Source: an optimization exercise on an open RTL-to-GDS flow (aim: a short achievable clock period and few clock cycles). Production flows keep margins and buffers that such runs may drop.
Only simulation tests tie the RTL to the original design; equivalence was not proved.
Power is estimated from default activity; no workload was simulated.

==> flow/design.v <==
module alu(
    output [15:0] data_out,
    output        valid_out,
    output        cmd_out,
    input  [15:0] data_in,
    input         valid_in,
    input         cmd_in,
    output        amm_read,
    output [7:0]  amm_address,
    input  [7:0]  amm_readdata,
    input         amm_waitrequest,
    input  [1:0]  amm_response,
    input clk,
    input rst_n
    );
    localparam QN = 63;
    reg        idle;         
    reg        inpkt;        
    reg        taking;       
    reg        vo_r, co_r;   
    reg [11:0] do_r;
    reg        ar_r;         
    reg [7:0]  aa_r;
    reg [3:0]  opc;
    reg [5:0]  rem;          
    reg        first;        
    reg        err;
    reg        stopq;        
    reg        killq;        
    reg        b0_ind;       
    reg        first_rd;     
    reg [7:0]  q [0:QN-1];   
    reg [5:0]  qcnt;         
    reg [11:0] sum_s, sum_c;
    reg [7:0]  lor, lxor, lnand;
    reg        hasop;
    reg [7:0]  opa, opb;
    wire [7:0] din    = data_in[7:0];
    wire [1:0] mod    = data_in[9:8];
    wire [3:0] op_in  = data_in[11:8];
    wire [5:0] nof_in = data_in[5:0];
    wire hdr_in    = valid_in & cmd_in;
    wire beat      = valid_in & ~cmd_in & taking;
    wire dir       = beat & (mod == 2'b00);
    wire ind       = beat & (mod == 2'b01);
    wire forb      = (din[7:4] == 4'h1) | (din[7:4] == 4'h2) |
                     (din[7:4] == 4'h8) | (din[7:4] == 4'h9);
    wire last_beat = beat & (rem == 6'd1);
    wire unary_in = (op_in[3:2] == 2'b01);
    wire shift_in = (op_in == 4'd8) | (op_in == 4'd9);
    wire reject   = (nof_in == 6'd0) | (unary_in & (nof_in != 6'd1));
    wire sherr    = shift_in & (nof_in != 6'd2);
    wire rdone  = ar_r & ~amm_waitrequest;
    wire rbad   = rdone & (amm_response != 2'b00);
    wire rgood  = rdone & (amm_response == 2'b00);
    wire push   = ind & ~forb & ~stopq & ~rbad;
    wire pop    = rdone;
    wire kill_n = killq | rbad;
    reg [QN:0] qv;           
    integer i;
    always @(*)
        for (i = 0; i <= QN; i = i + 1)
            qv[i] = (qcnt > i);
    reg [7:0] q_n [0:QN-1];
    always @(*)
        for (i = 0; i < QN; i = i + 1)
            if (pop)
                q_n[i] = (i < QN-1 && qv[i+1]) ? q[i < QN-1 ? i+1 : 0] : din;
            else
                q_n[i] = qv[i] ? q[i] : din;
    wire [5:0] qb     = idle ? 6'd0 : qcnt;
    wire [5:0] qinc   = qb + 6'd1;
    wire [5:0] qdec   = qb - 6'd1;
    wire [5:0] qcnt_n = push ? (pop ? qb : qinc) : (pop ? qdec : qb);
    wire q0_n     = push | qv[1] | (qv[0] & ~pop);
    wire rd_next  = q0_n & ~kill_n;
    wire comp     = inpkt & (~taking | last_beat) & ~rd_next;
    wire err_next = err | (ind & forb) | rbad;
    wire        live = ~idle;
    wire [11:0] s0  = live ? sum_s : 12'd0;
    wire [11:0] c0  = live ? sum_c : 12'd0;
    wire [7:0]  rg  = rgood ? amm_readdata : 8'h00;
    wire        rd_a = first_rd & b0_ind;
    wire [11:0] xs = s0 ^ c0 ^ {4'b0, din};
    wire [11:0] xc = {(s0[10:0] & c0[10:0]) | (s0[10:0] & {3'b0, din}) |
                      (c0[10:0] & {3'b0, din}), 1'b0};
    wire [11:0] ys = xs ^ xc ^ {4'b0, rg};
    wire [11:0] yc = {(xs[10:0] & xc[10:0]) | (xs[10:0] & {3'b0, rg}) |
                      (xc[10:0] & {3'b0, rg}), 1'b0};
    wire [11:0] zs = s0 ^ c0 ^ {4'b0, rg};
    wire [11:0] zc = {(s0[10:0] & c0[10:0]) | (s0[10:0] & {3'b0, rg}) |
                      (c0[10:0] & {3'b0, rg}), 1'b0};
    wire [7:0]  lor0   = live ? (lor | rg) : 8'h00;
    wire [7:0]  lxor0  = live ? (lxor ^ rg) : 8'h00;
    wire [7:0]  lnand0 = live ? (lnand | (rgood ? ~amm_readdata : 8'h00)) : 8'h00;
    wire        has0   = live & (hasop | rgood);
    wire [7:0]  opa0   = ~live ? 8'h00 : (rgood & rd_a) ? amm_readdata : opa;
    wire [7:0]  opb0   = ~live ? 8'h00 : (rgood & ~rd_a) ? amm_readdata : opb;
    wire [11:0] total = sum_s + sum_c;
    reg  [11:0] res;
    always @(*) begin
        case (opc)
            4'd0: res = total;
            4'd1: res = hasop ? {4'b0, ~lnand} : 12'hFFF;
            4'd2: res = {4'b0, lor};
            4'd3: res = {4'b0, lxor};
            4'd4: res = hasop ? {4'b0, ~lor} : 12'h000;
            4'd5: res = hasop ? {4'b0, lor} + 12'd1 : 12'h000;
            4'd6: res = hasop ? {4'b0, lor} - 12'd1 : 12'h000;
            4'd7: res = hasop ? {4'b0, 8'd0 - lor} : 12'h000;
            4'd8: res = {4'b0, opa} >> opb;
            4'd9: res = {4'b0, opa << opb};
            default: res = 12'h000;
        endcase
    end
    always @(posedge clk) begin
        for (i = 0; i < QN; i = i + 1)
            q[i] <= q_n[i];
        aa_r <= q0_n ? q_n[0] : 8'h00;
        if (vo_r & co_r) begin
            vo_r <= 1'b1;
            co_r <= 1'b0;
            do_r <= err ? 12'hBAD : res;
        end else begin
            vo_r <= (idle & hdr_in & reject) | comp;
            co_r <= 1'b1;
            do_r <= {7'b0, idle | err_next, idle ? op_in : opc};
        end
        sum_s <= dir ? ys : zs;
        sum_c <= dir ? yc : zc;
        lor   <= dir ? (lor0 | din) : lor0;
        lxor  <= dir ? (lxor0 ^ din) : lxor0;
        lnand <= dir ? (lnand0 | ~din) : lnand0;
        hasop <= has0 | dir;
        qcnt  <= qcnt_n;
        opa   <= (dir & first) ? din : opa0;
        opb   <= (dir & ~first) ? din : opb0;
        if (idle) begin
            opc      <= op_in;
            rem      <= nof_in;
            first    <= 1'b1;
            err      <= reject | sherr;
            stopq    <= sherr;
            killq    <= 1'b0;
            b0_ind   <= 1'b0;
            first_rd <= 1'b1;
        end else begin
            if (beat) begin
                rem   <= rem - 6'd1;
                first <= 1'b0;
                if (first & (mod == 2'b01)) b0_ind <= 1'b1;
            end
            err <= err_next;
            if ((ind & forb) | rbad) stopq <= 1'b1;
            if (rbad) killq <= 1'b1;
            if (rdone) first_rd <= 1'b0;
        end
        if (~rst_n) begin
            idle   <= 1'b1;
            inpkt  <= 1'b0;
            taking <= 1'b0;
            vo_r   <= 1'b0;
            ar_r   <= 1'b0;
        end else begin
            idle   <= (vo_r & ~co_r) | (idle & ~hdr_in);
            inpkt  <= (idle & hdr_in & ~reject) | (inpkt & ~comp);
            taking <= (idle & hdr_in & ~reject) | (taking & ~last_beat);
            ar_r   <= inpkt & rd_next;
        end
    end
    assign data_out    = {4'b0, do_r};
    assign valid_out   = vo_r;
    assign cmd_out     = co_r;
    assign amm_read    = ar_r;
    assign amm_address = aa_r;
endmodule
clock: 6.5 ns
lec_check: 0
abc_clock_period_in_ps: 2000
cap_margin: 20
core_margin: 2
core_utilization: 40
place_density: 0.6
setup_slack_margin: 4.6
slew_margin: 20
tns_end_percent: 100
standard.sh (not shown) runs the stock make flow with config.mk's settings and CLKGATE_MAP_FILE= SYNTH_SCRIPT=/design/flow/synth_recipe.tcl, a recipe that flattens the netlist after the stock synthesis.
==> flow/flow/run.sh <==
#!/bin/bash
# Standard layout, with the clock tree built from larger sink clusters.
set -uo pipefail
export CTS_ARGS="-sink_clustering_enable -repair_clock_nets -sink_clustering_size 30 -sink_clustering_max_diameter 60"
bash standard.sh > standard_flow.log 2>&1
Testbench counts at the start, summed over its fixed seeds: cycles 204,229.
==> next run, changes <==
==> flow/run.sh (new file) <==
#!/bin/bash
# synth_recipe.tcl (not shown) runs the flow's synth.tcl, then flattens the netlist and writes it again
# the make line also repeats each setting of config.mk as NAME=value (left out here)
make -C /OpenROAD-flow-scripts/flow DESIGN_CONFIG=/design/flow/config.mk WORK_HOME=/design/flow/orfs CLKGATE_MAP_FILE= SYNTH_SCRIPT=/design/flow/synth_recipe.tcl finish
SETUP_SLACK_MARGIN = 4.35   (was 4.6)
removed: flow/flow/run.sh
removed: flow/standard.sh
Maximum frequency went up by a few percent.
Global-route usage went down by 2.6 points.
Cell count went down by a few percent.
Design area went down by roughly a tenth.
Clock-buffer cell count went up by 47.
Wire length went down by roughly a tenth.
Die area is unchanged.
Sequential power hardly moves.
Clock skew stays flat.
==> next run, changes <==
CORE_UTILIZATION = 45   (was 40)
PLACE_DENSITY = 0.65   (was 0.6)
SETUP_SLACK_MARGIN = 4.6   (was 4.35)
Total power came out higher slightly.
Sequential share of layout area came out lower by 4.2 points.
Design area came out higher by roughly a tenth.
Non-clock buffer count came out higher by 124.
First-iteration DRC count came out higher by a quarter to a third.
Wire length came out higher by a quarter to a third.

==> re-timing with driven ports <==
No port has a modelled driver above. Below, the same layouts with a new extraction and two added sets of constraints.
Step 1, drivers: a clkbuf_16 drives clk and a buf_2 each remaining input, both assumed.
Step 2, shift: input delay + t, output delay - t, t = (earliest + latest rising clock arrival at the registers) / 2. This alone moves slack from input paths to output paths.
Slacks: ideal / step 1 / step 2; pairs: ideal / step 1.
run | shift t [ns] | slack for setup (ns) | worst setup path after step 2
the first run | 0.663 | 3.950 / 3.949 / 3.286 | input to register
the second run | 0.674 | 4.057 / 4.049 / 3.375 | input to register
the third run | 0.675 | 4.046 / 4.030 / 3.380 | input to register
After both steps setup and hold are still met in every run listed. The setup slack of the second run, which loses most, moves by -0.008 ns with the drivers and by -0.682 ns with both steps.
